This design comes from an exercise in tuning for small area on the open sky130 flow, not from production work. Function was checked by simulation only, so behaviour that the tests miss may differ from the original. No activity file was given, so power comes from the tool's default toggle rates.

**flow/design.v**
```verilog
module rising_edge_detector (
    input clk,           
    input reset_n,       
    input input_signal,  
    output rising_edge_detected  
);
reg input_signal_d1;
reg input_signal_d2;
always @(posedge clk or negedge reset_n) begin
    if (!reset_n) begin
        input_signal_d1 <= 0;
        input_signal_d2 <= 0;
    end else begin
        input_signal_d1 <= input_signal;
        input_signal_d2 <= input_signal_d1;
    end
end
assign rising_edge_detected = ~input_signal_d2 & input_signal_d1;
endmodule
module fi_channel (
    input  clk,
    input  rst,
    input  pin,
    input  ph0,       
    input  dph0,      
    input  [1:0] sph,
    input  hclr,      
    input  frz,
    input  mstate,
    input  accept,
    output hbit,      
    output slbit      
);
wire e;
rising_edge_detector red (
    .clk(clk),
    .reset_n(rst),
    .input_signal(pin),
    .rising_edge_detected(e)
);
reg [3:0] L;
reg fH, fD, cH, cD;
reg [27:0] H;
reg [13:0] D;
reg [3:0] SL;
wire w   = e & (&L);
wire toD = frz | accept;
wire hout = H[0] & ~hclr;
wire a    = mstate & D[0];
wire cHe  = ph0 ? (fH | (mstate & fD)) : cH;
wire hin  = hout ^ a ^ cHe;
wire cHn  = (hout & a) | (hout & cHe) | (a & cHe);
wire cDe  = dph0 ? (fD & frz) : cD;
wire din  = frz & (D[0] ^ cDe);
always @(posedge clk or negedge rst) begin
    if (!rst)
        L <= 4'd0;
    else if (e)
        L <= L + 1'b1;
end
always @(posedge clk or negedge rst) begin
    if (!rst)
        fH <= 1'b0;
    else
        fH <= (w & ~toD) | (fH & ~ph0);
end
always @(posedge clk) begin
    cH <= cHn;
    fD <= (w & toD) | (fD & ~dph0);
    cD <= D[0] & cDe;
end
always @(posedge clk) begin
    H <= {hin, H[27:1]};
    D <= {din, D[13:1]};
    if (accept)
        SL <= L;
end
assign hbit  = hout;
assign slbit = SL[sph];
endmodule
module fastinput_in (
    input  rst,
    input  clk,
    input  [3:0] Fast,
    input  ph0,
    input  dph0,
    input  [1:0] sph,
    input  hclr,
    input  frz,
    input  mstate,
    input  accept,
    output [3:0] hbit,
    output [3:0] slbit
);
genvar i;
generate
    for (i = 0; i < 4; i = i + 1) begin : ch
        fi_channel u (
            .clk(clk), .rst(rst), .pin(Fast[i]),
            .ph0(ph0), .dph0(dph0), .sph(sph),
            .hclr(hclr), .frz(frz), .mstate(mstate), .accept(accept),
            .hbit(hbit[i]), .slbit(slbit[i])
        );
    end
endgenerate
endmodule
module Receive2uart(
	input  uart_rxd,
	input  Clk,
	input  Rst,
	output is_cmd,
	output reg Rx_Done
);
reg s0_uart_rx, s1_uart_rx;
reg tmp0_uart_rx, tmp1_uart_rx;
reg uart_state;
reg [4:0] div_cnt;
reg [7:0] bps_cnt;
reg [2:0] acc;
reg match;
wire bps_Clk = uart_state && (div_cnt == 5'd3);
wire nedege = !tmp0_uart_rx & tmp1_uart_rx;
wire reject = (bps_cnt == 8'd12) && (acc[2] | (acc[1] & acc[0]));
assign is_cmd = match;
always @(posedge Clk or negedge Rst) begin
	if (!Rst) begin
		s0_uart_rx <= 1'b0;
		s1_uart_rx <= 1'b0;
		tmp0_uart_rx <= 1'b0;
		tmp1_uart_rx <= 1'b0;
	end else begin
		s0_uart_rx <= uart_rxd;
		s1_uart_rx <= s0_uart_rx;
		tmp0_uart_rx <= s1_uart_rx;
		tmp1_uart_rx <= tmp0_uart_rx;
	end
end
always @(posedge Clk) begin
	if (uart_state && div_cnt != 5'd19)
		div_cnt <= {div_cnt[3:0], ~(div_cnt[4] ^ div_cnt[2])};
	else
		div_cnt <= 5'd0;
end
always @(posedge Clk) begin
	if (!uart_state || bps_cnt == 8'd159 || reject)
		bps_cnt <= 8'd0;
	else if (bps_Clk)
		bps_cnt <= bps_cnt + 1'b1;
end
always @(posedge Clk or negedge Rst) begin
	if (!Rst)
		Rx_Done <= 1'b0;
	else
		Rx_Done <= uart_state && (bps_cnt == 8'd159);
end
wire in_win = (bps_cnt[3:0] >= 4'd6) && (bps_cnt[3:0] <= 4'd11) && (bps_cnt != 8'd41);
wire [3:0] grp = bps_cnt[7:4];
wire exp_bit = (grp == 4'd1) || (grp == 4'd3);
always @(posedge Clk) begin
	if (bps_Clk) begin
		if (bps_cnt[3:0] == 4'd0)
			acc <= 3'd0;
		else if (in_win)
			acc <= acc + s1_uart_rx;
		if (bps_cnt == 8'd12)
			match <= 1'b1;
		else if (bps_cnt[3:0] == 4'd12 && grp <= 4'd8 && acc[2] != exp_bit)
			match <= 1'b0;
	end
end
always @(posedge Clk or negedge Rst) begin
	if (!Rst)
		uart_state <= 1'b0;
	else if (nedege)
		uart_state <= 1'b1;
	else if (Rx_Done || reject)
		uart_state <= 1'b0;
end
endmodule
module Write2uart(
	input Clk,
	input Rst,
	input Send_en,
	input nbit,
	output reg uart_txd,
	output reg TX_Done,
	output reg [3:0] q
);
reg [8:0] div_cnt;
reg uart_state;
wire div_lo  = uart_state && (div_cnt[8:3] == 6'd0) && div_cnt[1] && div_cnt[0];
wire bps_clk = div_lo && !div_cnt[2];
wire slot0   = div_lo && div_cnt[2];
always @(posedge Clk or negedge Rst) begin
	if (!Rst)
		TX_Done <= 1'b0;
	else
		TX_Done <= uart_state && (q == 4'd10);
end
always @(posedge Clk or negedge Rst) begin
	if (!Rst)
		uart_state <= 1'b0;
	else if (Send_en)
		uart_state <= 1'b1;
	else if (q == 4'd10)
		uart_state <= 1'b0;
end
always @(posedge Clk) begin
	if (!uart_state || q == 4'd10)
		q <= 4'd15;
	else if (bps_clk)
		q <= q + 1'b1;
end
always @(posedge Clk) begin
	if (uart_state && div_cnt != 9'd182)
		div_cnt <= {div_cnt[7:0], ~(div_cnt[8] ^ div_cnt[4])};
	else
		div_cnt <= 9'd0;
end
always @(posedge Clk or negedge Rst) begin
	if (!Rst)
		uart_txd <= 1'b1;
	else if (slot0) begin
		if (q == 4'd0)
			uart_txd <= 1'b0;
		else if (q <= 4'd8)
			uart_txd <= nbit;
		else
			uart_txd <= 1'b1;
	end
end
endmodule
module fastinput (
    input rst,
    input clk,
	input [3:0]CheckIO,
	input  receive,
    output write
);
wire RxDone;
wire is_cmd;
wire tx_done;
wire [3:0] q;
reg WriteEnable;
reg acc_d1;          
reg acc_d2;
reg fresh;           
reg [4:0] m;         
reg [4:0] php;
reg hclr;
reg frz;
reg mstate;
reg nbit;
reg [1:0] k;
reg [3:0] SumLo;
reg [3:0] SumHi;
wire accept = RxDone && !WriteEnable && is_cmd;
wire [3:0] hbit;
wire [3:0] slbit;
wire ph0  = (php == 5'd4);
wire dph0 = ph0 || (php == 5'd18);
wire ph31 = (php == 5'd31);
Write2uart Write2uart(
	.Clk(clk),
	.Rst(rst),
	.Send_en(WriteEnable),
	.nbit(nbit),
	.uart_txd(write),
	.TX_Done(tx_done),
	.q(q)
);
fastinput_in fastinput_in (
    .rst(rst),
    .clk(clk),
    .Fast(CheckIO),
    .ph0(ph0),
    .dph0(dph0),
    .sph(php[1:0]),
    .hclr(hclr),
    .frz(frz),
    .mstate(mstate),
    .accept(accept),
    .hbit(hbit),
    .slbit(slbit)
);
Receive2uart Receive2uart(
	.uart_rxd(receive),
	.Clk(clk),
	.Rst(rst),
	.is_cmd(is_cmd),
	.Rx_Done(RxDone)
);
always @(posedge clk or negedge rst) begin
	if (!rst) begin
		acc_d1 <= 1'b0;
		acc_d2 <= 1'b0;
	end else begin
		acc_d1 <= accept;
		acc_d2 <= acc_d1;
	end
end
always @(posedge clk or negedge rst) begin
	if (!rst)
		WriteEnable <= 1'b0;
	else if (acc_d2)
		WriteEnable <= 1'b1;
	else if (m == 5'd16)
		WriteEnable <= 1'b0;
end
always @(posedge clk or negedge rst) begin
	if (!rst)
		m <= 5'd30;
	else if (tx_done)
		m <= m + 1'b1;
	else if (m == 5'd16)
		m <= 5'd30;
end
always @(posedge clk or negedge rst) begin
	if (!rst)
		fresh <= 1'b1;
	else if (tx_done)
		fresh <= 1'b0;
end
wire unfz = (m == 5'd15) && q[3] && !q[2];
always @(posedge clk or negedge rst) begin
	if (!rst) begin
		php <= 5'd4;
		hclr <= 1'b1;
		frz <= 1'b0;
		mstate <= 1'b0;
	end else begin
		php <= ph31 ? 5'd4 : php + 1'b1;
		if (ph31)
			hclr <= 1'b0;
		if (accept)
			frz <= 1'b1;
		else if (ph31 && unfz)
			frz <= 1'b0;
		if (ph31)
			mstate <= frz && unfz;
	end
end
wire [3:0] x = php[4] ? slbit : hbit;
wire [1:0] ke = (php == 5'd28) ? 2'd0 : k;
wire [2:0] tot = x[0] + x[1] + x[2] + x[3] + ke;
wire win = (m[4:3] == 2'b00);
always @(posedge clk)
	k <= tot[2:1];
always @(posedge clk) begin
	SumLo <= (win && php[4:2] == 3'b111) ? {tot[0], SumLo[3:1]} : {SumLo[0], SumLo[3:1]};
	SumHi <= (win && php[4:2] == 3'b001) ? {tot[0], SumHi[3:1]} : {SumHi[0], SumHi[3:1]};
end
wire [1:0] c = m[3:2];
wire [1:0] j = m[1:0];
wire lowm = (php[1:0] == q[1:0]);
wire lowp = (j == 2'd0) && !q[2];
wire hm   = (php[4:2] == {j, q[2]});
reg cond;
reg src;
always @(*) begin
	if (!m[4]) begin
		cond = lowm && (lowp || hm);
		src  = lowp ? slbit[c] : hbit[c];
	end else if (m == 5'd31) begin
		cond = 1'b1;
		src  = (q == 4'd1) || (q == 4'd2);
	end else if (fresh) begin
		cond = 1'b1;
		src  = 1'b0;
	end else begin
		cond = lowm;
		src  = q[2] ? SumHi[0] : SumLo[0];
	end
end
always @(posedge clk) begin
	if (!q[3] && cond)
		nbit <= src;
end
endmodule
```
**flow/constraint.sdc**
```tcl
create_clock -name core_clock -period 10.0 [get_ports {clk}]
set_input_delay 2.0000 -clock core_clock [delete_from_list [all_inputs] [get_ports {clk}]]
set_output_delay 2.0000 -clock core_clock [all_outputs]
set_load 0.01 [all_outputs]
```
**flow/config.mk**
```make
export PLATFORM = sky130hd
export DESIGN_NAME = fastinput
export DESIGN_NICKNAME = fastinput
export VERILOG_FILES = /design/flow/design.v
export SDC_FILE = /design/flow/constraint.sdc
export NUM_CORES = 4
export LEC_CHECK = 0
export CAP_MARGIN = 20
export CORE_MARGIN = 2
export CORE_UTILIZATION = 40
export CTS_CLUSTER_DIAMETER = 100
export CTS_CLUSTER_SIZE = 30
export PLACE_DENSITY = 0.6
export SLEW_MARGIN = 20
```
**flow/standard.sh**
```bash
#!/bin/bash
# synth_recipe.tcl (not shown) runs the flow's synth.tcl, then flattens the netlist and writes it again
# the make line also repeats each setting of config.mk as NAME=value (left out here)
make -C /OpenROAD-flow-scripts/flow DESIGN_CONFIG=/design/flow/config.mk WORK_HOME=/design/flow/orfs CLKGATE_MAP_FILE= SYNTH_SCRIPT=/design/flow/synth_recipe.tcl "${@:-finish}"
```
**flow/flow/run.sh**
```bash
#!/bin/bash
# The standard layout (standard.sh, unchanged synthesis and steps), with
# the port buffers that buffer_ports inserts made from sky130_fd_sc_hd__buf_1
# instead of the delay buffer it picks by default. ORFS writes each step's
# log under orfs/logs; the make output goes to standard.log.
set -euo pipefail
export BUFFER_PORTS_ARGS="-buffer_cell sky130_fd_sc_hd__buf_1"
bash standard.sh > standard.log 2>&1
```
==> results.py, run 1 <==
metrics = {
    "status": {
        "status": "no timing/DRC/antenna violations",
    },
    "critical_path": {
        "worst-path-max-fanout": 2,
        "slowest_delay_ns": 0.55,
        "crit_type": "register to output pin",
        "path_cells": "buf_1",
        "required_ns": 8.00,
        "start_kind": "register",
        "crit_slowest_cell": "dfstp_2",
        "worstPathArrival_ns": 1.18,
        "cp_num_buf_inv": 1,
        "crit_path_end_kind": "output pin",
        "cp_top_family": "flip-flops",
    },
    "floorplan": {
        "coreArea_um2": 21620,
        "start_util": 0.4046,
        "die_h_um": 151.9,
        "row_count": 54,
        "ios": 8,
        "dieArea_um2": 23070,
        "dieWidth_um": 151.9,
    },
    "cts": {
        "cts.clk_slew.worst_paths_ns": 0.11,
        "clk_latency_ns": 0.48,
        "htree_levels": 1,
        "clk_path_buf_depth": 3,
        "cts_made_buffers": 13,
        "postCtsSetupRepairBufs": 0,
        "ctsResizeCount": 0,
        "cts_tree": "done",
        "cts_sinks": 291,
        "cts_hold_buf": 0,
        "clockRootBuffer": "clkbuf_16",
    },
    "timing": {
        "tns_ns": 0,
        "skew_ns": 0.01808,
        "worst_pin_slew_ns": 0.7024,
        "holdWs_ns": 0.3346,
        "rsz0062_at_grt": "no",
        "fmax_mhz": 314.7,
        "drv_slew": 0,
        "setup_viol": 0,
        "period_needed_ns": 3.177,
        "maxSlewHeadroom": 0.5317,
        "hold_viol_final": 0,
        "fin_crit_sh": 0.3177,
        "setup_ws_ns": 6.823,
    },
    "drt": {
        "vias": 4248,
        "drc": 0,
        "viasPerCell": 4.558,
        "drtIter0Drc": 168,
        "firstDrtPassIters": 6,
        "drt_wl_total_um": 12060,
        "ant_nets": 0,
        "wire_per_inst_um": 12.94,
    },
    "layout": {
        "seqCellArea_um2": 6316,
        "n_fill_cell": 1972,
        "utilization": 0.4359,
        "layout-drive-gt1-share": 0.07362,
        "multi_input_area_um2": 2238,
        "syn_to_final_growth_pct": 7.753,
        "nets": 688,
        "diodes": 0,
    },
    "hold_path": {
        "min_path_type": "register to register",
    },
    "yosys": {
        "synth_fa_ha_area_frac": 0.05436,
        "syn_area_per_cell_um2": 13.58,
        "synth.area.mux_share": 0.02661,
        "yosysUniqueCellTypes": 58,
        "synth-simple-area-share": 0.1011,
        "synth_xor_xnor_area_share": 0.03004,
        "synthFlopType": "dfxtp_1",
        "synth_edf_count": 21,
        "ys_seq_elements": 291,
        "syn_area_um2": 8747,
        "yosysWarnings": 5,
        "synth-async-reset-ratio": 0.1856,
        "synth_top_family_by_area": "simple AND/OR/NAND/NOR gates",
        "synth_compound_area_frac": 0.04377,
        "synth_seq_area_share": 0.7221,
        "synthCells": 644,
        "syn_nets": 684,
    },
    "global_routing": {
        "track_usage": 0.1058,
        "overflow": 0,
        "antenna_found_initial": 0,
        "grt_pass1_wl_um": 20690,
        "grt_pass1_vias": 4196,
        "grt_max_degree": 55,
    },
    "power_and_ir_drop": {
        "p_leak_nw": 3.831,
        "power_density_nw_per_um2": 216.7,
        "irDropWorstVdd_uv": 146.4,
        "total_power_mw": 2.042,
    },
    "run": {
        "drv_cap": 0,
    },
    "placed_design": {
        "place_ws_ns": 7.263,
        "detailed_place_hpwl_um": 8017,
        "port_buffers": 7,
        "gp_congestion": 0.7911,
    },
}
layer usage:
| layer | share of wire | vias to the layer above | global-route usage |
|---|---|---|---|
| met5 | 0 | - | 0 |
| met4 | 0.021 | 0 | 0.02670 |
| met3 | 0.033 | 17 | 0.02225 |
| met2 | 0.45 | 55 | 0.1665 |
| met1 | 0.49 | 2038 | 0.1506 |
| li1 | - | 2138 | - |
registers in the layout, summed over array words and instances, names as in the netlist, 4 cells and up:
signal / flops
Write2uart.q: 4
m: 5
fastinput_in.ch.u.cD: 4
fastinput_in.ch.u.fH: 4
fastinput_in.ch.u.red.input_signal_d2: 4
php: 5
Receive2uart.bps_cnt: 8
SumLo: 4
fastinput_in.ch.u.red.input_signal_d1: 4
fastinput_in.ch.u.D: 56
fastinput_in.ch.u.fD: 4
fastinput_in.ch.u.SL: 16
SumHi: 4
fastinput_in.ch.u.H: 112
fastinput_in.ch.u.L: 16
Write2uart.div_cnt: 9
fastinput_in.ch.u.cH: 4
Receive2uart.div_cnt: 5
kinds of logic (layout without fill, tap and decap cells):
group                    Yosys count  after routing
flip-flops                       291            291
multiplexers                      17             17
buffers and inverters             48             56
adder cells (fa/ha/maj)           34             34
XOR/XNOR                          30             30
AND/OR/NAND/NOR                  163            163
AO/OA/AOI/OAI                     61             61
power breakdown:
part	internal [mW]	switching, mW
Sequential	1.25	0.0639
Clock	0.260	0.328
Combinational	0.0712	0.0676
Total	1.58	0.459
worst paths after layout:
path	start	endpoint	slack (ns)	depth (start not counted)
min	fastinput_in.ch[0].u.H[21]$_DFF_P_	fastinput_in.ch[0].u.H[20]$_DFF_P_	0.33	0
max in group asynchronous	rst	Receive2uart.uart_state$_DFFE_PN0P_	7.88	2
min reg2reg	fastinput_in.ch[0].u.H[21]$_DFF_P_	fastinput_in.ch[0].u.H[20]$_DFF_P_	0.33	0
max reg2reg	php[0]$_DFF_PN0_	SumHi[3]$_DFF_P_	7.28	6
min in group asynchronous	rst	fastinput_in.ch[1].u.fH$_DFF_PN0_	1.65	2
max	Write2uart.uart_txd$_DFFE_PN1P_	write	6.82	1
cells in the final DEF, fill, tap and decap left out, drive strengths merged, types with 13 or more instances in the layout:
master and instances:
edfxtp 21, and2 18, ha 26, clkbuf 19, o21ai 18, nor2 35, inv 28, dfrtp 46
a21oi 20, nand2 39, dfxtp 216, nor2b 13, xnor2 17, xor2 13
synthesized netlist by cell type, drive strengths merged (2+ instances only):
library cell / instances / area, um2
ha: 26 / 325.3
clkbuf: 16 / 60.06
dfstp: 8 / 210.2
mux2: 10 / 112.6
or3: 3 / 18.77
nor2: 35 / 131.4
fa: 7 / 140.1
mux2i: 3 / 30.03
a22o: 3 / 26.28
nand3: 7 / 35.03
nor4: 4 / 37.53
nor3: 4 / 20.02
buf: 4 / 27.52
dfrtp: 46 / 1151
and3: 8 / 50.05
nor3b: 3 / 22.52
xor2: 13 / 113.9
dfxtp: 216 / 4324
a21oi: 20 / 100.1
or2: 3 / 18.78
a31oi: 5 / 31.28
o21ai: 18 / 90.09
nor4b: 2 / 23.77
xnor2: 17 / 148.9
a21o: 4 / 30.03
o31ai: 2 / 20.02
and2: 18 / 112.6
nand3b: 3 / 22.52
nand2b: 2 / 12.51
and4b: 3 / 30.03
a211oi: 2 / 15.01
nand2: 39 / 146.4
nand4: 10 / 62.56
mux4: 4 / 90.09
edfxtp: 21 / 630.6
and4: 3 / 26.28
nor2b: 13 / 81.33
inv: 28 / 105.1
area by class of cell:
| cell class | instances | area share |
|---|---|---|
| well taps | 280 | 0.03717 |
| flip-flops and latches | 291 | 0.6701 |
| multi-input cells | 305 | 0.2375 |
| clock buffers | 18 | 0.03876 |
| repair buffers | 9 | 0.004513 |
| inverters | 28 | 0.01115 |
| clock inverters | 1 | 0.0007965 |
metrics by stage:
stage               instances  instance area (um2)
floorplan                 644                 8747
global placement          913                 9052
detailed placement        913                 9052
CTS                       932                 9425
global route              932                 9425
finish                    932                 9425
==> inputs of run 2 (changes only) <==
==> flow/flow/run.sh (replaced) <==
#!/bin/bash
set -euo pipefail
export BUFFER_PORTS_ARGS="-buffer_cell sky130_fd_sc_hd__buf_1"
export CTS_ARGS="-sink_clustering_enable -repair_clock_nets -sink_clustering_size 12 -sink_clustering_max_diameter 50 -buf_list {sky130_fd_sc_hd__clkbuf_4 sky130_fd_sc_hd__clkbuf_8} -dont_use_dummy_load"
bash standard.sh > standard.log 2>&1
==> run 2 against run 1 <==
Net effect: non-clock buffer count unchanged; combinational power about the same; sequential cell count is the same; global-route usage rose by 0.60 points; highest routed layer unchanged; final area rose by 1.0%; largest power group unchanged; first-iteration DRC count is 14% higher; count of clock-buffer cells in the layout grew 16; via count up 2.6%.
==> results.py, run 2 <==
metrics = {
    "layout": {
        "n_fill_cell": 1969,
        "layout-drive-gt1-share": 0.1004,
        "multi_input_area_um2": 2238,
        "diodes": 0,
        "top_regs": "fastinput_in.ch.u.H: 112 flops, fastinput_in.ch.u.D: 56 flops",
        "seqCellArea_um2": 6316,
        "final_common_cell": "dfxtp_1",
        "utilization": 0.4403,
        "largest_register_ffs": 112,
        "layout.cells.non_filler": 947,
        "mostFrequentLayoutCells": "dfxtp_1 (216), dfrtp_1 (46), nand2_1 (39), nor2_1 (35), clkbuf_8 (34)",
        "nets": 709,
        "syn_to_final_growth_pct": 8.840,
        "top_register": "fastinput_in.ch.u.H",
    },
    "timing": {
        "worst_pin_slew_ns": 0.7003,
        "tns_ns": 0,
        "hold_viol_final": 0,
        "skew_ns": 0.05507,
        "setup_viol": 0,
        "setup_ws_ns": 6.845,
        "period_needed_ns": 3.155,
        "fin_crit_sh": 0.3155,
        "drv_slew": 0,
        "rsz0062_at_grt": "no",
        "maxSlewHeadroom": 0.5331,
        "fmax_mhz": 317.0,
    },
    "global_routing": {
        "grt_pass1_wl_um": 21400,
        "track_usage": 0.1118,
        "overflow": 0,
        "grt_max_degree": 55,
        "grt_pass1_vias": 4390,
        "antenna_found_initial": 0,
    },
    "power_and_ir_drop": {
        "switching_share": 0.2292,
        "p_sw_uw": 483.6,
        "seq_power_share": 0.624,
        "comb_power_share": 0.066,
        "clkPwrFrac": 0.310,
        "power_density_nw_per_um2": 221.6,
        "irDropWorstVdd_uv": 116.5,
        "p_leak_nw": 3.898,
        "internal-power_mw": 1.626,
        "total_power_mw": 2.110,
    },
    "yosys": {
        "synthTopCellsByArea": "dfxtp_1 (49%), dfrtp_1 (13%), edfxtp_1 (7.2%)",
        "ys_seq_elements": 291,
        "syn_area_um2": 8747,
        "synthFlopType": "dfxtp_1",
        "syn_area_per_cell_um2": 13.58,
        "yosysWarnings": 5,
        "yosysUniqueCellTypes": 58,
        "post-synth-top-area-cell": "dfxtp_1",
        "synth-simple-area-share": 0.1011,
        "synth_fa_ha_area_frac": 0.05436,
        "synth_compound_area_frac": 0.04377,
        "yosysMostFrequentCell": "dfxtp_1",
        "netlist_top_cells_count": "dfxtp_1 (216), dfrtp_1 (46), nand2_1 (39), nor2_1 (35), inv_1 (28)",
        "synth_top_family_by_area": "simple AND/OR/NAND/NOR gates",
        "synth-async-reset-ratio": 0.1856,
        "synth_edf_count": 21,
        "yosysTopAreaCellShare": 0.4943,
        "syn_nets": 684,
        "synth_xor_xnor_area_share": 0.03004,
        "synth_seq_area_share": 0.7221,
        "synth.area.mux_share": 0.02661,
        "synthCells": 644,
    },
    "run": {
        "drv_cap": 0,
    },
    "floorplan": {
        "dieArea_um2": 23070,
        "coreArea_um2": 21620,
        "ios": 8,
        "dieWidth_um": 151.9,
        "start_util": 0.4046,
        "row_count": 54,
        "die_h_um": 151.9,
    },
    "cts": {
        "clk_latency_ns": 0.52,
        "cts_made_buffers": 34,
        "cts_hold_buf": 0,
        "cts_tree": "done",
        "cts.clk_slew.worst_paths_ns": 0.07,
        "cts_sinks": 291,
        "postCtsSetupRepairBufs": 0,
        "htree_levels": 2,
        "clockRootBuffer": "clkbuf_8",
        "clk_path_buf_depth": 3,
        "ctsResizeCount": 0,
    },
    "drt": {
        "drtIter0Drc": 191,
        "wire_per_inst_um": 13.12,
        "viasPerCell": 4.604,
        "drc": 0,
        "firstDrtPassIters": 4,
        "ant_nets": 0,
        "vias": 4360,
        "drt_wl_total_um": 12420,
    },
    "placed_design": {
        "place_ws_ns": 7.263,
        "detailed_place_hpwl_um": 8017,
        "port_buffers": 7,
        "placed_cells": 913,
        "gp_congestion": 0.7911,
    },
    "critical_path": {
        "cp_top_family": "flip-flops",
        "r2r_end": "SumHi[3]$_DFF_P_",
        "crit_path_end_kind": "output pin",
        "crit_slowest_cell": "dfstp_2",
        "start_kind": "register",
        "slowest_delay_ns": 0.53,
        "crit_type": "register to output pin",
        "worst-path-max-fanout": 2,
        "required_ns": 8.00,
        "cp_num_buf_inv": 1,
        "rr_worst_depth": 6,
        "rrSetupSlack_ns": 7.30,
        "r2r_start": "php[0]$_DFF_PN0_",
        "path_cells": "buf_1",
        "worstPathArrival_ns": 1.15,
    },
    "status": {
        "status": "no timing/DRC/antenna violations",
    },
    "hold_path": {
        "worstHoldStart": "fastinput_in.ch[2].u.H[9]$_DFF_P_",
        "holdPathEnd": "fastinput_in.ch[2].u.H[8]$_DFF_P_",
        "hold_depth": 0,
        "min_path_type": "register to register",
    },
}
-- run 2: cells by family after synthesis --
logic type	count (synthesis)
compound gates	61
xor+xnor	30
fa+ha+maj	34
buf+inv	48
flops	291
mux	17
simple gates	163
-- run 2: power by group through the flow --
stage | Clock (mW) | Sequential, mW | Combinational (mW)
4_1_cts | 0.685 | 1.32 | 0.143
3_3_place_gp | 0 | 1.34 | 0.131
5_1_grt | 0.735 | 1.33 | 0.162
2_1_floorplan | 0 | 1.32 | 0.121
3_5_place_dp | 0 | 1.34 | 0.142
6_report | 0.654 | 1.32 | 0.139
-- run 2: worst max-delay path by stage --
| stage | startpoint | to | slack, ns | cells past startpoint |
|---|---|---|---|---|
| final | Write2uart.uart_txd$_DFFE_PN1P_ | write | 6.85 | 1 |
| after detailed placement | php[0]$_DFF_PN0_ | SumHi[3]$_DFF_P_ | 7.26 | 6 |
| after global placement | Write2uart.uart_txd$_DFFE_PN1P_ | write | 7.33 | 1 |
| after CTS | Write2uart.uart_txd$_DFFE_PN1P_ | write | 6.80 | 1 |
| after global routing | Write2uart.uart_txd$_DFFE_PN1P_ | write | 6.80 | 1 |
| after floorplan | Write2uart.uart_txd$_DFFE_PN1P_ | write | 7.47 | 0 |
-- run 2: metrics by stage --
stage | cell area, um2 | hold WS, ns
2_1_floorplan | 8747 | 0.3096
3_3_place_gp | 9052 | 0.3102
3_5_place_dp | 9052 | 0.3121
4_1_cts | 9520 | 0.2917
5_1_grt | 9520 | 0.2866
6_report | 9520 | 0.2897
-- run 2: per-layer routing --
| layer | global-route usage | wire, um | vias to the layer above |
|---|---|---|---|
| li1 | - | - | 2176 |
| met1 | 0.1510 | 5989 | 2079 |
| met2 | 0.1684 | 5549 | 75 |
| met3 | 0.03480 | 553 | 30 |
| met4 | 0.04539 | 331 | 0 |
| met5 | 0 | 0 | - |
-- run 2: area by class of cell --
class	instances	share of cell area
inverter	28	0.01104
clock buffer	34	0.04915
multi-input combinational	305	0.2351
sequential	291	0.6634
tap	280	0.03680
timing repair buffer	9	0.004468
==> inputs of run 3 (changes only) <==
==> flow/flow/run.sh (replaced) <==
#!/bin/bash
set -euo pipefail
export BUFFER_PORTS_ARGS="-buffer_cell sky130_fd_sc_hd__buf_1"
export CTS_ARGS="-sink_clustering_enable -repair_clock_nets -sink_clustering_size 10 -sink_clustering_max_diameter 40 -buf_list sky130_fd_sc_hd__clkbuf_4 -dont_use_dummy_load"
bash standard.sh > standard.log 2>&1
==> run 3 against run 2 <==
Net effect: still clean; highest routed layer unchanged; worst hold slack worse by 0.040 ns; largest power group unchanged; power is 6.4% lower; core utilization is 0.76 points lower.
==> results.py, run 3 <==
metrics = {
    "status": {
        "status": "no timing/DRC/antenna violations",
    },
    "power_and_ir_drop": {
        "p_leak_nw": 3.837,
        "irDropWorstVdd_uv": 88.98,
        "power_density_nw_per_um2": 211.2,
    },
    "timing": {
        "drv_slew": 0,
        "skew_ns": 0.07749,
        "tns_ns": 0,
        "worst_pin_slew_ns": 0.6991,
        "holdWs_ns": 0.2500,
        "fin_crit_sh": 0.3217,
        "period_needed_ns": 3.217,
        "setup_viol": 0,
        "fmax_mhz": 310.9,
        "rsz0062_at_grt": "no",
        "maxSlewHeadroom": 0.5340,
        "setup_ws_ns": 6.783,
        "hold_viol_final": 0,
    },
    "global_routing": {
        "grt_pass1_wl_um": 21470,
        "antenna_found_initial": 1,
        "track_usage": 0.1114,
        "grt.busiest_layer": "met2",
        "overflow": 0,
        "grt_pass1_vias": 4492,
        "grt_max_degree": 55,
        "met3_usage": 0.03080,
        "use_met1": 0.1482,
        "use_met2": 0.1710,
    },
    "yosys": {
        "yosysWarnings": 5,
        "syn_area_per_cell_um2": 13.58,
        "syn_area_um2": 8747,
        "synth_seq_area_share": 0.7221,
        "post-synth-top-area-cell": "dfxtp_1",
        "syn_nets": 684,
        "ys_seq_elements": 291,
        "synthTopCellsByArea": "dfxtp_1 (49%), dfrtp_1 (13%), edfxtp_1 (7.2%)",
        "synth-async-reset-ratio": 0.1856,
        "yosysUniqueCellTypes": 58,
        "yosysMostFrequentCell": "dfxtp_1",
        "netlist_top_cells_count": "dfxtp_1 (216), dfrtp_1 (46), nand2_1 (39), nor2_1 (35), inv_1 (28)",
        "synthFlopType": "dfxtp_1",
        "synth_edf_count": 21,
        "yosysTopAreaCellShare": 0.4943,
        "synthCells": 644,
    },
    "critical_path": {
        "slowest_delay_ns": 0.53,
        "cp_top_family": "flip-flops",
        "path_depth": 1,
        "crit_path_end_kind": "output pin",
        "path_cells": "buf_1",
        "crit_slowest_cell": "dfstp_2",
        "required_ns": 8.00,
        "crit_type": "register to output pin",
        "start_kind": "register",
        "rr_worst_depth": 6,
        "cp_num_buf_inv": 1,
        "worstPathArrival_ns": 1.22,
        "worst-path-max-fanout": 2,
    },
    "layout": {
        "final_common_cell": "dfxtp_1",
        "mostFrequentLayoutCells": "dfxtp_1 (216), dfrtp_1 (46), clkbuf_4 (40), nand2_1 (39), nor2_1 (35)",
        "top_register": "fastinput_in.ch.u.H",
        "top_regs": "fastinput_in.ch.u.H: 112 flops, fastinput_in.ch.u.D: 56 flops",
        "layout-drive-gt1-share": 0.1085,
        "largest_register_ffs": 112,
        "nets": 715,
        "n_fill_cell": 1986,
        "syn_to_final_growth_pct": 6.952,
    },
    "drt": {
        "drt_wl_total_um": 12450,
        "drc": 0,
        "ant_nets": 0,
        "firstDrtPassIters": 4,
        "vias": 4389,
        "wire_per_inst_um": 13.05,
        "viasPerCell": 4.601,
        "drtIter0Drc": 133,
    },
    "run": {
        "drv_cap": 0,
    },
    "floorplan": {
        "dieWidth_um": 151.9,
        "die_h_um": 151.9,
        "ios": 8,
        "start_util": 0.4046,
        "row_count": 54,
        "dieArea_um2": 23070,
        "coreArea_um2": 21620,
    },
    "cts": {
        "clk_path_buf_depth": 3,
        "cts.clk_slew.worst_paths_ns": 0.09,
        "cts_tree": "done",
        "htree_levels": 2,
        "clk_latency_ns": 0.61,
        "postCtsSetupRepairBufs": 0,
        "cts_hold_buf": 0,
        "clockRootBuffer": "clkbuf_4",
        "cts_made_buffers": 40,
        "cts_sinks": 291,
        "ctsResizeCount": 0,
    },
    "placed_design": {
        "port_buffers": 7,
        "gp_congestion": 0.7911,
        "place_ws_ns": 7.263,
        "detailed_place_hpwl_um": 8017,
    },
    "hold_path": {
        "hold_depth": 0,
        "min_path_type": "register to register",
    },
}
## run 3: cell families after synthesis
logic type / share of synthesized area
muxes: 0.02661
buffers and inverters: 0.02203
adders and majority gates: 0.05435
and+or+nand+nor: 0.1011
DFF: 0.7221
AOI/OAI and AO/OA: 0.04377
xor gates and xnor gates: 0.03004
## run 3: final timing paths
path                                               startpoint                               endpoint  slack (ns)
setup / recovery              Write2uart.uart_txd$_DFFE_PN1P_                                  write        6.78
setup reg to reg                             php[0]$_DFF_PN0_                       SumHi[3]$_DFF_P_        7.26
hold / removal             fastinput_in.ch[2].u.H[24]$_DFF_P_     fastinput_in.ch[2].u.H[23]$_DFF_P_        0.25
hold reg to reg            fastinput_in.ch[2].u.H[24]$_DFF_P_     fastinput_in.ch[2].u.H[23]$_DFF_P_        0.25
max in group asynchronous                                 rst           Write2uart.TX_Done$_DFF_PN0_        7.94
min in group asynchronous                                 rst  fastinput_in.ch[1].u.L[0]$_DFFE_PN0P_        1.51
## run 3: power breakdown
| group | internal [mW] | switching [mW] | total, mW | leakage, nW |
|---|---|---|---|---|
| Combinational | 0.0712 | 0.0682 | 0.139 | 1.08 |
| Clock | 0.185 | 0.335 | 0.520 | 0.184 |
| Sequential | 1.25 | 0.0646 | 1.32 | 2.58 |
## run 3: metal layers
metal,up-vias,share of wire,wire length (um)
li1,2196,-,-
met1,2084,0.48,5919
met2,79,0.45,5637
met3,30,0.043,534
met4,0,0.028,354
met5,-,0,0
## run 3: stage by stage
step | instances | total power, mW | instance area, um2 | utilization
after floorplan | 644 | 1.440 | 8747 | -
after global placement | 913 | 1.468 | 9052 | 0.4187
after detailed placement | 913 | 1.484 | 9052 | 0.4187
after CTS | 953 | 2.013 | 9353 | 0.4326
after global routing | 954 | 2.093 | 9355 | 0.4327
final | 954 | 1.976 | 9355 | 0.4327
## run 3: area by class of cell
class / count / area, um2 / area share
sequential: 291 / 6316 / 0.6751
inverter: 28 / 105.1 / 0.01123
multi-input combinational: 305 / 2238 / 0.2393
clock buffer: 40 / 300.3 / 0.03210
tap: 280 / 350.3 / 0.03745
timing repair buffer: 9 / 42.54 / 0.004547
antenna: 1 / 2.502 / 0.0002675
## run 3: worst reg2reg max path, delay by kind of cell (launching register included)
| kind | cells | cell delay (ns) |
|---|---|---|
| buffers and inverters | 1 | 0.09 |
| adder cells (fa/ha/maj) | 2 | 0.85 |
| multiplexers | 2 | 0.84 |
| AO/OA/AOI/OAI | 1 | 0.22 |
| flip-flops | 1 | 0.59 |
==> inputs of run 4 (changes only) <==
==> flow/flow/run.sh (replaced) <==
#!/bin/bash
set -euo pipefail
export BUFFER_PORTS_ARGS="-buffer_cell sky130_fd_sc_hd__buf_1"
export CTS_ARGS="-sink_clustering_enable -repair_clock_nets -sink_clustering_size 12 -sink_clustering_max_diameter 40 -buf_list sky130_fd_sc_hd__clkbuf_4 -dont_use_dummy_load"
bash standard.sh > standard.log 2>&1
--- a/flow/config.mk
+++ b/flow/config.mk
@@ -9,6 +9,4 @@
 export CORE_MARGIN = 2
 export CORE_UTILIZATION = 40
-export CTS_CLUSTER_DIAMETER = 100
-export CTS_CLUSTER_SIZE = 30
 export PLACE_DENSITY = 0.6
 export SLEW_MARGIN = 20
==> run 4 against run 3 <==
Net effect: synthesized cell count is the same; setup slack is essentially flat; combinational power is essentially flat; clock power shrank 4%; highest routed layer unchanged.
==> results.py, run 4 <==
metrics = {
    "critical_path": {
        "crit_slowest_cell": "dfstp_2",
        "worst-path-max-fanout": 2,
        "slowest_delay_ns": 0.53,
        "critPathLaunch": "Write2uart.uart_txd$_DFFE_PN1P_",
        "path_cells": "buf_1",
        "required_ns": 8.00,
        "cp_top_family": "flip-flops",
        "crit_type": "register to output pin",
        "cp_num_buf_inv": 1,
        "crit_path_end_kind": "output pin",
        "worstPathArrival_ns": 1.22,
        "start_kind": "register",
        "r2r_start": "php[0]$_DFF_PN0_",
    },
    "yosys": {
        "ys_seq_elements": 291,
        "syn_area_um2": 8747,
        "synth-async-reset-ratio": 0.1856,
        "yosysTopAreaCellShare": 0.4943,
        "yosysWarnings": 5,
        "synth_edf_count": 21,
        "post-synth-top-area-cell": "dfxtp_1",
        "syn_area_per_cell_um2": 13.58,
        "yosysMostFrequentCell": "dfxtp_1",
        "synthCells": 644,
        "yosysUniqueCellTypes": 58,
        "synth_seq_area_share": 0.7221,
        "synthFlopType": "dfxtp_1",
        "netlist_top_cells_count": "dfxtp_1 (216), dfrtp_1 (46), nand2_1 (39), nor2_1 (35), inv_1 (28)",
        "synthTopCellsByArea": "dfxtp_1 (49%), dfrtp_1 (13%), edfxtp_1 (7.2%)",
        "syn_nets": 684,
    },
    "power_and_ir_drop": {
        "power_density_nw_per_um2": 209.7,
        "total_power_mw": 1.957,
        "p_leak_nw": 3.824,
        "irDropWorstVdd_uv": 88.79,
    },
    "timing": {
        "worst_pin_slew_ns": 0.7009,
        "drv_slew": 0,
        "skew_ns": 0.08836,
        "period_needed_ns": 3.216,
        "hold_viol_final": 0,
        "fmax_mhz": 310.9,
        "setup_viol": 0,
        "fin_crit_sh": 0.3216,
        "holdWs_ns": 0.2771,
        "maxSlewHeadroom": 0.5327,
        "rsz0062_at_grt": "no",
        "tns_ns": 0,
    },
    "drt": {
        "viasPerCell": 4.601,
        "firstDrtPassIters": 4,
        "drc": 0,
        "drtIter0Drc": 143,
        "wire_per_inst_um": 12.93,
        "drt_wl_total_um": 12300,
        "vias": 4376,
        "ant_nets": 0,
    },
    "global_routing": {
        "track_usage": 0.1102,
        "grt_max_degree": 55,
        "grt_pass1_wl_um": 21270,
        "grt_pass1_vias": 4441,
        "overflow": 0,
        "antenna_found_initial": 1,
    },
    "floorplan": {
        "dieWidth_um": 151.9,
        "dieArea_um2": 23070,
        "row_count": 54,
        "coreArea_um2": 21620,
        "die_h_um": 151.9,
        "start_util": 0.4046,
        "ios": 8,
    },
    "layout": {
        "nets": 712,
        "mostFrequentLayoutCells": "dfxtp_1 (216), dfrtp_1 (46), nand2_1 (39), clkbuf_4 (37), nor2_1 (35)",
        "layout-drive-gt1-share": 0.1045,
        "syn_to_final_growth_pct": 6.694,
        "layout.cells.non_filler": 951,
        "top_regs": "fastinput_in.ch.u.H: 112 flops, fastinput_in.ch.u.D: 56 flops",
        "seqCellArea_um2": 6316,
        "multi_input_area_um2": 2238,
        "utilization": 0.4317,
        "largest_register_ffs": 112,
        "top_register": "fastinput_in.ch.u.H",
        "n_fill_cell": 1995,
        "final_common_cell": "dfxtp_1",
    },
    "placed_design": {
        "gp_congestion": 0.7911,
        "port_buffers": 7,
        "detailed_place_hpwl_um": 8017,
        "placed_cells": 913,
    },
    "cts": {
        "htree_levels": 2,
        "postCtsSetupRepairBufs": 0,
        "cts_sinks": 291,
        "clk_path_buf_depth": 3,
        "cts_tree": "done",
        "clk_latency_ns": 0.62,
        "ctsResizeCount": 0,
        "cts_hold_buf": 0,
        "clockRootBuffer": "clkbuf_4",
        "cts.clk_slew.worst_paths_ns": 0.11,
        "cts_made_buffers": 37,
    },
    "hold_path": {
        "worstHoldStart": "fastinput_in.ch[2].u.H[2]$_DFF_P_",
        "min_path_type": "register to register",
    },
    "status": {
        "status": "no timing/DRC/antenna violations",
    },
    "run": {
        "drv_cap": 0,
    },
}
-- run 4: cell counts after synthesis --
No cell type changed its count.
-- run 4: path summary, 6_finish.rpt --
check,end,slack [ns],cells after the start
max,write,6.78,1
min,fastinput_in.ch[2].u.H[1]$_DFF_P_,0.28,0
max reg2reg,SumHi[3]$_DFF_P_,7.28,6
min reg2reg,fastinput_in.ch[2].u.H[1]$_DFF_P_,0.28,0
max in group asynchronous,m[0]$_DFFE_PN0P_,7.93,2
min in group asynchronous,fastinput_in.ch[1].u.L[0]$_DFFE_PN0P_,1.50,2
-- run 4: power by group --
group          internal (mW)  total [mW]  switching (mW)  leakage (nW)
Sequential              1.25        1.32          0.0643          2.58
Clock                  0.172       0.501           0.329         0.170
Combinational         0.0712       0.139          0.0679          1.08
-- run 4: layer usage --
layer / wire length [um] / GRT usage
met1: 5860 / 0.1467
met2: 5649 / 0.1705
met3: 544 / 0.03309
met4: 241 / 0.04228
met5: 0 / 0
-- run 4: kinds of logic after synthesis --
logic type | Yosys count | share of synthesized area
compound gates | 61 | 0.04377
xor+xnor | 30 | 0.03004
fa+ha+maj | 34 | 0.05435
buf+inv | 48 | 0.02203
flops | 291 | 0.7221
mux | 17 | 0.02661
simple gates | 163 | 0.1011
-- run 4: cell type report --
class,count,share of cell area
clock buffer,37,0.02976
multi-input combinational,305,0.2398
timing repair buffer,9,0.004558
antenna,1,0.0002681
tap,280,0.03754
inverter,28,0.01126
sequential,291,0.6768
-- run 4: metrics by stage --
step	setup WS [ns]	instance area, um2
5_1_grt	6.718	9333
6_report	6.784	9333
2_1_floorplan	7.471	8747
3_3_place_gp	7.330	9052
3_5_place_dp	7.263	9052
4_1_cts	6.725	9330
==> inputs of run 5 (changes only) <==
--- a/flow/design.v
+++ b/flow/design.v
@@ -117,9 +117,9 @@
 reg [4:0] div_cnt;
 reg [7:0] bps_cnt;
-reg [2:0] acc;
+reg [1:0] acc;
 reg match;
 wire bps_Clk = uart_state && (div_cnt == 5'd3);
 wire nedege = !tmp0_uart_rx & tmp1_uart_rx;
-wire reject = (bps_cnt == 8'd12) && (acc[2] | (acc[1] & acc[0]));
+wire reject = (bps_cnt == 8'd12) && (acc == 2'd3);
 assign is_cmd = match;
 always @(posedge Clk or negedge Rst) begin
@@ -157,13 +157,15 @@
 wire [3:0] grp = bps_cnt[7:4];
 wire exp_bit = (grp == 4'd1) || (grp == 4'd3);
+wire pol = (grp == 4'd0);
+wire dbit = (grp == 4'd2) ? !acc[1] : (acc != 2'd3);
 always @(posedge Clk) begin
 	if (bps_Clk) begin
 		if (bps_cnt[3:0] == 4'd0)
-			acc <= 3'd0;
-		else if (in_win)
-			acc <= acc + s1_uart_rx;
+			acc <= 2'd0;
+		else if (in_win && s1_uart_rx == pol && acc != 2'd3)
+			acc <= acc + 1'b1;
 		if (bps_cnt == 8'd12)
 			match <= 1'b1;
-		else if (bps_cnt[3:0] == 4'd12 && grp <= 4'd8 && acc[2] != exp_bit)
+		else if (bps_cnt[3:0] == 4'd12 && grp <= 4'd8 && dbit != exp_bit)
 			match <= 1'b0;
 	end
@@ -245,5 +247,4 @@
 reg acc_d1;          
 reg acc_d2;
-reg fresh;           
 reg [4:0] m;         
 reg [4:0] php;
@@ -308,18 +309,13 @@
 		WriteEnable <= 1'b0;
 end
+wire fresh = (m == 5'd29);
 always @(posedge clk or negedge rst) begin
 	if (!rst)
-		m <= 5'd30;
+		m <= 5'd29;
 	else if (tx_done)
-		m <= m + 1'b1;
+		m <= (m + 1'b1) | {4'd0, fresh};
 	else if (m == 5'd16)
 		m <= 5'd30;
 end
-always @(posedge clk or negedge rst) begin
-	if (!rst)
-		fresh <= 1'b1;
-	else if (tx_done)
-		fresh <= 1'b0;
-end
 wire unfz = (m == 5'd15) && q[3] && !q[2];
 always @(posedge clk or negedge rst) begin
@@ -365,5 +361,5 @@
 		cond = 1'b1;
 		src  = (q == 4'd1) || (q == 4'd2);
-	end else if (fresh) begin
+	end else if (m[0]) begin
 		cond = 1'b1;
 		src  = 1'b0;
==> flow/flow/run.sh (replaced) <==
#!/bin/bash
set -euo pipefail
here=$(cd "$(dirname "$0")" && pwd)
export BUFFER_PORTS_ARGS="-buffer_cell sky130_fd_sc_hd__buf_1"
export CTS_ARGS="-sink_clustering_enable -repair_clock_nets -sink_clustering_size 12 -sink_clustering_max_diameter 40 -buf_list sky130_fd_sc_hd__clkbuf_4 -dont_use_dummy_load"
{
  echo "proc abc {args} {"
  echo "  set i [lsearch -exact \$args -script]"
  echo "  if {\$i >= 0 && [string match *abc_speed.script [lindex \$args [expr {\$i + 1}]]]} {"
  echo "    lset args [expr {\$i + 1}] $here/area.abc"
  echo "  }"
  echo "  yosys abc {*}\$args"
  echo "}"
  cat synth_recipe.tcl
} > synth_area.tcl
bash standard.sh SYNTH_SCRIPT=$PWD/synth_area.tcl finish > standard.log 2>&1
==> flow/flow/area.abc (new file) <==
&get -n
&st
&dch
&nf -a
&put
==> run 5 against run 4 <==
Net effect: still clean; non-clock buffer count unchanged; clock power is essentially flat; clock skew rose by 0.042 ns; synthesized cell count decreased by 5.6%; routed wire length fell by 3.0%; critical path depth is the same; count of clock-buffer cells in the layout unchanged; fmax up 1.1%; final area shrank 2.1%.
==> results.py, run 5 <==
metrics = {
    "yosys": {
        "synthCells": 608,
        "synthTopCellsByArea": "dfxtp_1 (51%), dfrtp_1 (14%), edfxtp_1 (7.1%)",
        "netlist_top_cells_count": "dfxtp_1 (216), nand2_1 (49), dfrtp_1 (46), clkinv_1 (27), ha_1 (26)",
        "ys_seq_elements": 289,
        "syn_area_per_cell_um2": 13.94,
        "synth_edf_count": 20,
        "syn_area_um2": 8474,
        "synth-async-reset-ratio": 0.1834,
        "synth_seq_area_share": 0.7387,
        "post-synth-top-area-cell": "dfxtp_1",
        "yosysMostFrequentCell": "dfxtp_1",
        "synthFlopType": "dfxtp_1",
        "syn_nets": 648,
        "yosysTopAreaCellShare": 0.5103,
        "yosysWarnings": 5,
        "yosysUniqueCellTypes": 47,
    },
    "cts": {
        "cts_sinks": 289,
        "postCtsSetupRepairBufs": 0,
        "cts_tree": "done",
        "ctsResizeCount": 0,
        "cts_hold_buf": 0,
        "cts_made_buffers": 37,
        "clockRootBuffer": "clkbuf_4",
        "htree_levels": 2,
        "cts.clk_slew.worst_paths_ns": 0.11,
        "clk_path_buf_depth": 3,
        "clk_latency_ns": 0.64,
    },
    "timing": {
        "hold_viol_final": 0,
        "skew_ns": 0.1303,
        "period_needed_ns": 3.181,
        "setup_ws_ns": 6.819,
        "worst_pin_slew_ns": 1.077,
        "setup_viol": 0,
        "holdWs_ns": 0.2438,
        "rsz0062_at_grt": "no",
        "fin_crit_sh": 0.3181,
        "fmax_mhz": 314.4,
        "drv_slew": 0,
        "maxSlewHeadroom": 0.2804,
        "tns_ns": 0,
    },
    "critical_path": {
        "worst-path-max-fanout": 2,
        "path_cells": "buf_1",
        "r2r_start": "php[0]$_DFF_PN0_",
        "cp_num_buf_inv": 1,
        "slowest_delay_ns": 0.53,
        "crit_slowest_cell": "dfstp_2",
        "crit_type": "register to output pin",
        "critPathLaunch": "Write2uart.uart_txd$_DFFE_PN1P_",
        "cp_top_family": "flip-flops",
        "path_depth": 1,
        "required_ns": 8.00,
        "worstPathArrival_ns": 1.18,
        "start_kind": "register",
        "rr_worst_depth": 7,
        "crit_path_end_kind": "output pin",
    },
    "hold_path": {
        "min_path_type": "register to register",
        "worstHoldStart": "fastinput_in.ch[2].u.H[18]$_DFF_P_",
        "hold_depth": 0,
    },
    "global_routing": {
        "track_usage": 0.1135,
        "grt_pass1_vias": 4360,
        "grt_max_degree": 54,
        "overflow": 0,
        "grt_pass1_wl_um": 20440,
        "antenna_found_initial": 1,
    },
    "floorplan": {
        "dieWidth_um": 149.6,
        "die_h_um": 149.6,
        "ios": 8,
        "start_util": 0.4057,
        "coreArea_um2": 20890,
        "dieArea_um2": 22370,
        "row_count": 53,
    },
    "power_and_ir_drop": {
        "comb_power_share": 0.058,
        "internal-power_mw": 1.471,
        "power_density_nw_per_um2": 208.9,
        "switching_share": 0.2295,
        "p_sw_uw": 438.3,
        "irDropWorstVdd_uv": 116.5,
        "seq_power_share": 0.681,
        "p_leak_nw": 3.561,
        "clkPwrFrac": 0.261,
    },
    "layout": {
        "nets": 696,
        "n_fill_cell": 1916,
        "multi_input_area_um2": 2113,
        "utilization": 0.4376,
        "final_common_cell": "dfxtp_1",
        "layout-drive-gt1-share": 0.07951,
        "largest_register_ffs": 112,
        "seqCellArea_um2": 6260,
        "top_regs": "fastinput_in.ch.u.H: 112 flops, fastinput_in.ch.u.D: 56 flops",
        "mostFrequentLayoutCells": "dfxtp_1 (216), nand2_1 (49), dfrtp_1 (46), clkbuf_4 (37), clkinv_1 (27)",
        "top_register": "fastinput_in.ch.u.H",
        "syn_to_final_growth_pct": 7.870,
    },
    "drt": {
        "ant_nets": 0,
        "drt_wl_total_um": 11920,
        "drtIter0Drc": 163,
        "drc": 0,
        "wire_per_inst_um": 12.82,
        "vias": 4303,
        "firstDrtPassIters": 4,
        "viasPerCell": 4.627,
    },
    "placed_design": {
        "place_ws_ns": 7.145,
        "detailed_place_hpwl_um": 7741,
        "port_buffers": 7,
        "gp_congestion": 0.7695,
    },
    "run": {
        "drv_cap": 0,
    },
    "status": {
        "status": "no timing/DRC/antenna violations",
    },
}
==> run 5: routing by layer <==
| layer | up-vias | track usage | wire length, um |
|---|---|---|---|
| li1 | 2138 | - | - |
| met1 | 2061 | 0.1522 | 5712 |
| met2 | 69 | 0.1709 | 5315 |
| met3 | 35 | 0.03079 | 483 |
| met4 | 0 | 0.05381 | 411 |
| met5 | - | 0 | 0 |
==> run 5: final cells by class <==
class | count | share of cell area
Antenna cell | 1 | 0.0002737
Sequential cell | 289 | 0.6848
Timing Repair Buffer | 9 | 0.004654
Tap cell | 275 | 0.03764
Multi-Input combinational cell | 292 | 0.2312
Clock buffer | 37 | 0.03039
Inverter | 27 | 0.01109
==> run 5: stage by stage <==
step | cell area [um2] | power (mW) | instances
2_1_floorplan | 8474 | 1.397 | 608
3_3_place_gp | 8861 | 1.425 | 892
3_5_place_dp | 8861 | 1.440 | 892
4_1_cts | 9139 | 1.950 | 929
5_1_grt | 9141 | 2.020 | 930
6_report | 9141 | 1.910 | 930
==> run 5: logic make-up (layout without fill, tap and decap cells) <==
family,Yosys count,in the layout,synth area share
other cells,0,1,0
mux,17,17,0.02850
buf+inv,27,73,0.01196
simple gates,152,152,0.09258
flops,289,289,0.7387
compound gates,61,61,0.04341
xor+xnor,29,29,0.02997
fa+ha+maj,33,33,0.05492
==> run 5: worst paths after layout <==
check / slack (ns) / endpoint
max: 6.82 / write
min: 0.24 / fastinput_in.ch[2].u.H[17]$_DFF_P_
max reg2reg: 7.24 / fastinput_in.ch[3].u.D[13]$_DFF_P_
min reg2reg: 0.24 / fastinput_in.ch[2].u.H[17]$_DFF_P_
max in group asynchronous: 7.96 / Write2uart.TX_Done$_DFF_PN0_
min in group asynchronous: 1.50 / fastinput_in.ch[1].u.L[2]$_DFFE_PN0P_
==> run 5: power groups by stage <==
stage | sequential [mW] | clock (mW) | combinational [mW]
after CTS | 1.30 | 0.534 | 0.113
after detailed placement | 1.33 | 0 | 0.113
after global routing | 1.31 | 0.578 | 0.129
after floorplan | 1.31 | 0 | 0.0885
final | 1.30 | 0.499 | 0.110
after global placement | 1.32 | 0 | 0.104
==> inputs of run 6 (changes only) <==
--- a/flow/flow/run.sh
+++ b/flow/flow/run.sh
@@ -10,6 +10,8 @@
   echo "    lset args [expr {\$i + 1}] $here/area.abc"
   echo "  }"
+  echo "  puts \"abc with script: [lindex \$args [expr {\$i + 1}]]\""
   echo "  yosys abc {*}\$args"
   echo "}"
+  echo "proc extract_fa {args} { puts \"extract_fa skipped\" }"
   cat synth_recipe.tcl
 } > synth_area.tcl
==> run 6 against run 5 <==
Net effect: first-iteration DRC count up 49%; combinational power fell by 18%; clock skew decreased by 0.069 ns; largest cell class unchanged; setup slack lost 0.085 ns; power is 1.4% lower; fmax shrank 2.6%; critical path depth unchanged; highest routed layer unchanged; register-to-register slack improved by 0.19 ns; non-clock buffer count unchanged; synthesized cell count fell by 1.6%; die area is 3.3% lower.
==> results.py, run 6 <==
metrics = {
    "yosys": {
        "synthTopCellsByArea": "dfxtp_1 (53%), dfrtp_1 (14%), edfxtp_1 (7.3%)",
        "syn_nets": 605,
        "ys_seq_elements": 289,
        "yosysWarnings": 5,
        "post-synth-top-area-cell": "dfxtp_1",
        "synthCells": 598,
        "netlist_top_cells_count": "dfxtp_1 (216), dfrtp_1 (46), nor2_1 (35), nand2_1 (33)",
        "synthFlopType": "dfxtp_1",
        "syn_area_um2": 8184,
        "yosysMostFrequentCell": "dfxtp_1",
        "synth_edf_count": 20,
        "yosysUniqueCellTypes": 45,
        "synth-async-reset-ratio": 0.1834,
        "syn_area_per_cell_um2": 13.69,
        "yosysTopAreaCellShare": 0.5284,
        "synth_seq_area_share": 0.7649,
    },
    "critical_path": {
        "slowest_delay_ns": 0.53,
        "cp_top_family": "flip-flops",
        "r2r_start": "php[0]$_DFF_PN0_",
        "worst-path-max-fanout": 2,
        "path_depth": 1,
        "crit_path_end_kind": "output pin",
        "critPathLaunch": "Write2uart.uart_txd$_DFFE_PN1P_",
        "cp_num_buf_inv": 1,
        "crit_type": "register to output pin",
        "worstPathArrival_ns": 1.27,
        "path_cells": "buf_1",
        "required_ns": 8.00,
        "rrSetupSlack_ns": 7.43,
        "crit_slowest_cell": "dfstp_2",
        "start_kind": "register",
        "rr_worst_depth": 7,
    },
    "cts": {
        "cts_tree": "done",
        "clk_path_buf_depth": 3,
        "clk_latency_ns": 0.61,
        "clockRootBuffer": "clkbuf_4",
        "htree_levels": 2,
        "cts.clk_slew.worst_paths_ns": 0.11,
        "ctsResizeCount": 0,
        "cts_hold_buf": 0,
        "postCtsSetupRepairBufs": 0,
        "cts_sinks": 289,
        "cts_made_buffers": 35,
    },
    "timing": {
        "rsz0062_at_grt": "no",
        "fin_crit_sh": 0.3266,
        "maxSlewHeadroom": 0.5389,
        "worst_pin_slew_ns": 0.6917,
        "drv_slew": 0,
        "setup_viol": 0,
        "tns_ns": 0,
        "period_needed_ns": 3.266,
        "skew_ns": 0.06158,
        "hold_viol_final": 0,
        "holdWs_ns": 0.2582,
        "fmax_mhz": 306.2,
    },
    "power_and_ir_drop": {
        "irDropWorstVdd_uv": 70.90,
        "p_leak_nw": 3.417,
        "power_density_nw_per_um2": 213.3,
    },
    "global_routing": {
        "antenna_found_initial": 1,
        "grt_pass1_wl_um": 20200,
        "grt_pass1_vias": 4344,
        "overflow": 0,
        "track_usage": 0.1147,
        "grt_max_degree": 54,
    },
    "layout": {
        "final_common_cell": "dfxtp_1",
        "top_regs": "fastinput_in.ch.u.H: 112 flops, fastinput_in.ch.u.D: 56 flops",
        "nets": 651,
        "syn_to_final_growth_pct": 7.889,
        "utilization": 0.4378,
        "largest_register_ffs": 112,
        "layout-drive-gt1-share": 0.07944,
        "top_register": "fastinput_in.ch.u.H",
        "stdcell_area_um2": 8830,
        "mostFrequentLayoutCells": "dfxtp_1 (216), dfrtp_1 (46), nor2_1 (35), clkbuf_4 (35), nand2_1 (33)",
    },
    "placed_design": {
        "place_area_um2": 8564,
        "detailed_place_hpwl_um": 7476,
        "gp_congestion": 0.7874,
        "port_buffers": 7,
    },
    "floorplan": {
        "coreArea_um2": 20170,
        "dieWidth_um": 147.0,
        "row_count": 52,
        "dieArea_um2": 21620,
        "ios": 8,
        "start_util": 0.4058,
        "die_h_um": 147.0,
    },
    "drt": {
        "drtIter0Drc": 243,
        "firstDrtPassIters": 4,
        "wire_per_inst_um": 12.90,
        "drt_wl_total_um": 11780,
        "drc": 0,
        "viasPerCell": 4.652,
        "vias": 4247,
        "ant_nets": 0,
    },
    "run": {
        "drv_cap": 0,
    },
    "hold_path": {
        "hold_depth": 0,
        "worstHoldStart": "fastinput_in.ch[0].u.H[15]$_DFF_P_",
        "min_path_type": "register to register",
    },
    "status": {
        "status": "no timing/DRC/antenna violations",
    },
}
## run 6: changes by cell type after synthesis, moves of 7 or more
cell / change
nor3_1: +7
nand4_1: -10
xnor2_1: +7
nor2b_1: +7
clkinv_1: -14
fa_1: -7
nor2_1: +12
nand2_1: -16
nand3_1: +12
ha_1: -26
## run 6: worst paths after layout
path | end
max in group asynchronous | php[2]$_DFF_PN1_
worst max-delay path | write
worst min-delay path | fastinput_in.ch[0].u.H[14]$_DFF_P_
worst max register to register | SumLo[3]$_DFF_P_
min in group asynchronous | Write2uart.uart_state$_DFFE_PN0P_
worst min register to register | fastinput_in.ch[0].u.H[14]$_DFF_P_
## run 6: power breakdown
group          internal, mW  switching, mW  total, mW
clock                 0.162          0.329      0.492
combinational        0.0456         0.0444     0.0900
sequential             1.24         0.0580       1.30
total                  1.45          0.432       1.88
## run 6: layout make-up
class / count / area [um2]
fillers: 1868 / 11340
clock buffers: 35 / 262.8
repair buffers: 9 / 42.54
well taps: 270 / 337.8
inverters: 13 / 48.80
diodes: 1 / 2.502
multi-input cells: 296 / 1876
flip-flops and latches: 289 / 6260
## run 6: logic make-up (layout without fill, tap and decap cells)
| kind of cell | after synthesis | in the layout | synth area share |
|---|---|---|---|
| other cells | 0 | 1 | 0 |
| flops | 289 | 289 | 0.7649 |
| compound gates | 75 | 75 | 0.05305 |
| xor+xnor | 41 | 41 | 0.04388 |
| fa+ha+maj | 1 | 1 | 0.001223 |
| buf+inv | 13 | 57 | 0.005963 |
| mux | 15 | 15 | 0.02798 |
| simple gates | 164 | 164 | 0.1030 |
## run 6: routing by layer
metal  vias to the layer above  share of wire  GRT usage
li1                       2106              -          -
met1                      2032           0.48     0.1523
met2                        79           0.45     0.1748
met3                        30          0.041    0.03075
met4                         0          0.031    0.05625
met5                         -              0          0
## run 6: stage by stage
| step | instances | setup slack, ns | total power [mW] |
|---|---|---|---|
| global placement | 877 | 7.350 | 1.407 |
| CTS | 912 | 6.681 | 1.914 |
| floorplan | 598 | 7.473 | 1.383 |
| finish | 913 | 6.734 | 1.883 |
| detailed placement | 877 | 7.333 | 1.419 |
| global route | 913 | 6.641 | 1.980 |
==> inputs of run 7 (changes only) <==
==> flow/flow/area.abc (replaced) <==
&get -n
&st
&dch
&nf -a
&st
&dch
&nf -a
&st
&dch
&nf -a
&put
==> run 7 against run 6 <==
Net effect: critical path type unchanged; core utilization increased by 0.26 points; area after synthesis is 0.84% higher; sequential power hardly changed; largest cell class unchanged; via count grew 2.2%; worst hold slack worse by 0.032 ns.
==> results.py, run 7 <==
metrics = {
    "status": {
        "status": "no timing/DRC/antenna violations",
    },
    "global_routing": {
        "grt_max_degree": 54,
        "track_usage": 0.1117,
        "grt_pass1_vias": 4307,
        "antenna_found_initial": 0,
        "grt_pass1_wl_um": 20000,
        "overflow": 0,
    },
    "drt": {
        "ant_nets": 0,
        "drtIter0Drc": 207,
        "viasPerCell": 4.636,
        "drt_wl_total_um": 11530,
        "drc": 0,
        "vias": 4339,
        "wire_per_inst_um": 12.32,
        "firstDrtPassIters": 4,
    },
    "power_and_ir_drop": {
        "internal-power_mw": 1.446,
        "switching_share": 0.2269,
        "total_power_mw": 1.870,
        "p_leak_nw": 3.339,
        "p_sw_uw": 424.4,
        "seq_power_share": 0.692,
        "clkPwrFrac": 0.264,
        "irDropWorstVdd_uv": 107.5,
        "comb_power_share": 0.045,
        "power_density_nw_per_um2": 209.9,
    },
    "timing": {
        "tns_ns": 0,
        "maxSlewHeadroom": 0.5601,
        "setup_viol": 0,
        "fin_crit_sh": 0.3220,
        "hold_viol_final": 0,
        "period_needed_ns": 3.220,
        "fmax_mhz": 310.6,
        "skew_ns": 0.1116,
        "drv_slew": 0,
        "worst_pin_slew_ns": 0.6598,
        "rsz0062_at_grt": "no",
    },
    "cts": {
        "cts_tree": "done",
        "htree_levels": 2,
        "ctsResizeCount": 0,
        "clockRootBuffer": "clkbuf_4",
        "cts_sinks": 289,
        "cts_hold_buf": 0,
        "clk_latency_ns": 0.64,
        "postCtsSetupRepairBufs": 0,
        "cts_made_buffers": 36,
        "cts.clk_slew.worst_paths_ns": 0.11,
        "clk_path_buf_depth": 3,
    },
    "critical_path": {
        "crit_path_end_kind": "output pin",
        "start_kind": "register",
        "critPathLaunch": "Write2uart.uart_txd$_DFFE_PN1P_",
        "rr_worst_depth": 6,
        "r2r_start": "php[0]$_DFF_PN0_",
        "worstPathArrival_ns": 1.22,
        "rrSetupSlack_ns": 7.31,
        "worst-path-max-fanout": 2,
        "crit_slowest_cell": "dfstp_2",
        "cp_num_buf_inv": 1,
        "slowest_delay_ns": 0.53,
        "path_cells": "buf_1",
        "crit_type": "register to output pin",
        "r2r_end": "SumHi[3]$_DFF_P_",
        "required_ns": 8.00,
        "cp_top_family": "flip-flops",
    },
    "layout": {
        "mostFrequentLayoutCells": "dfxtp_1 (216), dfrtp_1 (46), nand2_1 (42), nor2_1 (38), clkbuf_4 (36)",
        "final_common_cell": "dfxtp_1",
        "seqCellArea_um2": 6260,
        "layout-drive-gt1-share": 0.07658,
        "largest_register_ffs": 112,
        "diodes": 0,
        "n_fill_cell": 1807,
        "top_regs": "fastinput_in.ch.u.H: 112 flops, fastinput_in.ch.u.D: 56 flops",
        "layout.cells.non_filler": 936,
        "multi_input_area_um2": 1929,
        "nets": 675,
        "syn_to_final_growth_pct": 7.975,
        "top_register": "fastinput_in.ch.u.H",
    },
    "yosys": {
        "synthTopCellsByArea": "dfxtp_1 (52%), dfrtp_1 (14%), edfxtp_1 (7.3%)",
        "synth_seq_area_share": 0.7585,
        "yosysUniqueCellTypes": 47,
        "ys_seq_elements": 289,
        "syn_area_um2": 8253,
        "syn_area_per_cell_um2": 13.31,
        "yosysMostFrequentCell": "dfxtp_1",
        "yosysWarnings": 5,
        "synthCells": 620,
        "yosysTopAreaCellShare": 0.5240,
        "syn_nets": 627,
        "synthFlopType": "dfxtp_1",
        "netlist_top_cells_count": "dfxtp_1 (216), dfrtp_1 (46), nand2_1 (42), nor2_1 (38), a21oi_1 (33)",
        "synth_edf_count": 20,
        "synth-async-reset-ratio": 0.1834,
        "post-synth-top-area-cell": "dfxtp_1",
    },
    "hold_path": {
        "hold_depth": 0,
        "min_path_type": "register to register",
        "worstHoldStart": "fastinput_in.ch[3].u.H[6]$_DFF_P_",
        "holdPathEnd": "fastinput_in.ch[3].u.H[5]$_DFF_P_",
    },
    "placed_design": {
        "detailed_place_hpwl_um": 7299,
        "placed_cells": 900,
        "port_buffers": 7,
        "gp_congestion": 0.8216,
    },
    "floorplan": {
        "ios": 8,
        "dieArea_um2": 21800,
        "start_util": 0.4079,
        "die_h_um": 147.6,
        "dieWidth_um": 147.6,
        "row_count": 52,
        "coreArea_um2": 20230,
    },
    "run": {
        "drv_cap": 0,
    },
}
==> run 7: changes by cell type in the layout (fill, tap and decap cells not counted), sizes merged, moves of 3 or more <==
| cell | previous run | this run |
|---|---|---|
| clkinv | 13 | 17 |
| nor2b | 18 | 11 |
| nand4 | 3 | 9 |
| mux2i | 6 | 9 |
| a21oi | 26 | 33 |
| nor2 | 35 | 38 |
| nor3 | 13 | 7 |
| o21ai | 24 | 30 |
| xor2 | 15 | 9 |
| nand2 | 33 | 42 |
| o22ai | 6 | 3 |
==> run 7: power by group through the flow <==
stage	sequential (mW)	clock, mW	combinational, mW
after floorplan	1.30	0	0.0670
after global placement	1.31	0	0.0800
after detailed placement	1.32	0	0.0841
after CTS	1.29	0.523	0.0848
after global routing	1.30	0.568	0.0968
final	1.29	0.493	0.0833
==> run 7: area by class of cell <==
type,instances,share of cell area
multi-input cells,314,0.2165
flip-flops and latches,289,0.7025
repair buffers,10,0.005616
inverters,17,0.007161
clock buffers,36,0.03033
well taps,270,0.03791
==> run 7: worst max path at each step <==
stage / end / slack (ns) / cells after the start
after global placement: write / 7.34 / 1
after floorplan: write / 7.47 / 0
after detailed placement: SumLo[3]$_DFF_P_ / 7.31 / 6
after global routing: write / 6.70 / 1
final: write / 6.78 / 1
after CTS: write / 6.72 / 1
==> run 7: through the flow <==
step                        util  hold WS [ns]  setup slack [ns]  instance area, um2
after global placement    0.4270        0.3109             7.338                8641
after detailed placement  0.4270        0.3121             7.307                8641
after global routing      0.4404        0.2191             6.705                8911
after floorplan                -        0.3096             7.471                8253
final                     0.4404        0.2260             6.780                8911
after CTS                 0.4404        0.2193             6.719                8911
==> run 7: cell families after synthesis <==
| logic type | count (synthesis) | share of synthesized area |
|---|---|---|
| xor gates and xnor gates | 38 | 0.04215 |
| and+or+nand+nor | 176 | 0.1079 |
| adders and majority gates | 1 | 0.001213 |
| DFF | 289 | 0.7585 |
| buffers and inverters | 17 | 0.007732 |
| AOI/OAI and AO/OA | 84 | 0.05792 |
| muxes | 15 | 0.02456 |
==> run 7: metal layers <==
metal  GRT usage  part of all wire
met5           0                 0
met2      0.1691              0.44
met4     0.05433             0.030
met3     0.03395             0.051
met1      0.1470              0.48

-- static timing again, ports no longer ideal --
The results above use ideal ports. As a check the final layouts listed here were re-extracted and re-timed, cells and wires unchanged. Step 1 sets driving cells, clkbuf_16 on the clock port and buf_2 on the other inputs (assumed; they add their load-dependent delay and slew). Step 2 times the ports against the registers' clock, not the clock port: input delays grow and output delays shrink by t, the midpoint of the rising clock arrivals with the driver on. a / b / c = ideal ports / drivers / drivers and shift; a / b = the first two.
run	shift t [ns]	setup slack, ns	clock arrival spread, ns	slew at the worst register clock pin (ns)	pins driven straight from the clock port
run 1	0.512	6.823 / 6.778 / 7.279	0.027 / 0.027	0.11 / 0.11	1
run 2	0.520	6.845 / 6.806 / 7.298	0.075 / 0.075	0.08 / 0.08	1
run 3	0.615	6.783 / 6.745 / 7.260	0.083 / 0.083	0.10 / 0.10	1
run 4	0.619	6.784 / 6.745 / 7.279	0.099 / 0.099	0.12 / 0.12	1
run 5	0.616	6.819 / 6.780 / 7.239	0.137 / 0.138	0.12 / 0.12	1
run 6	0.615	6.734 / 6.698 / 7.313	0.088 / 0.088	0.12 / 0.12	1
run 7	0.615	6.780 / 6.745 / 7.311	0.113 / 0.112	0.11 / 0.11	1
After both steps every run listed still meets setup and hold.
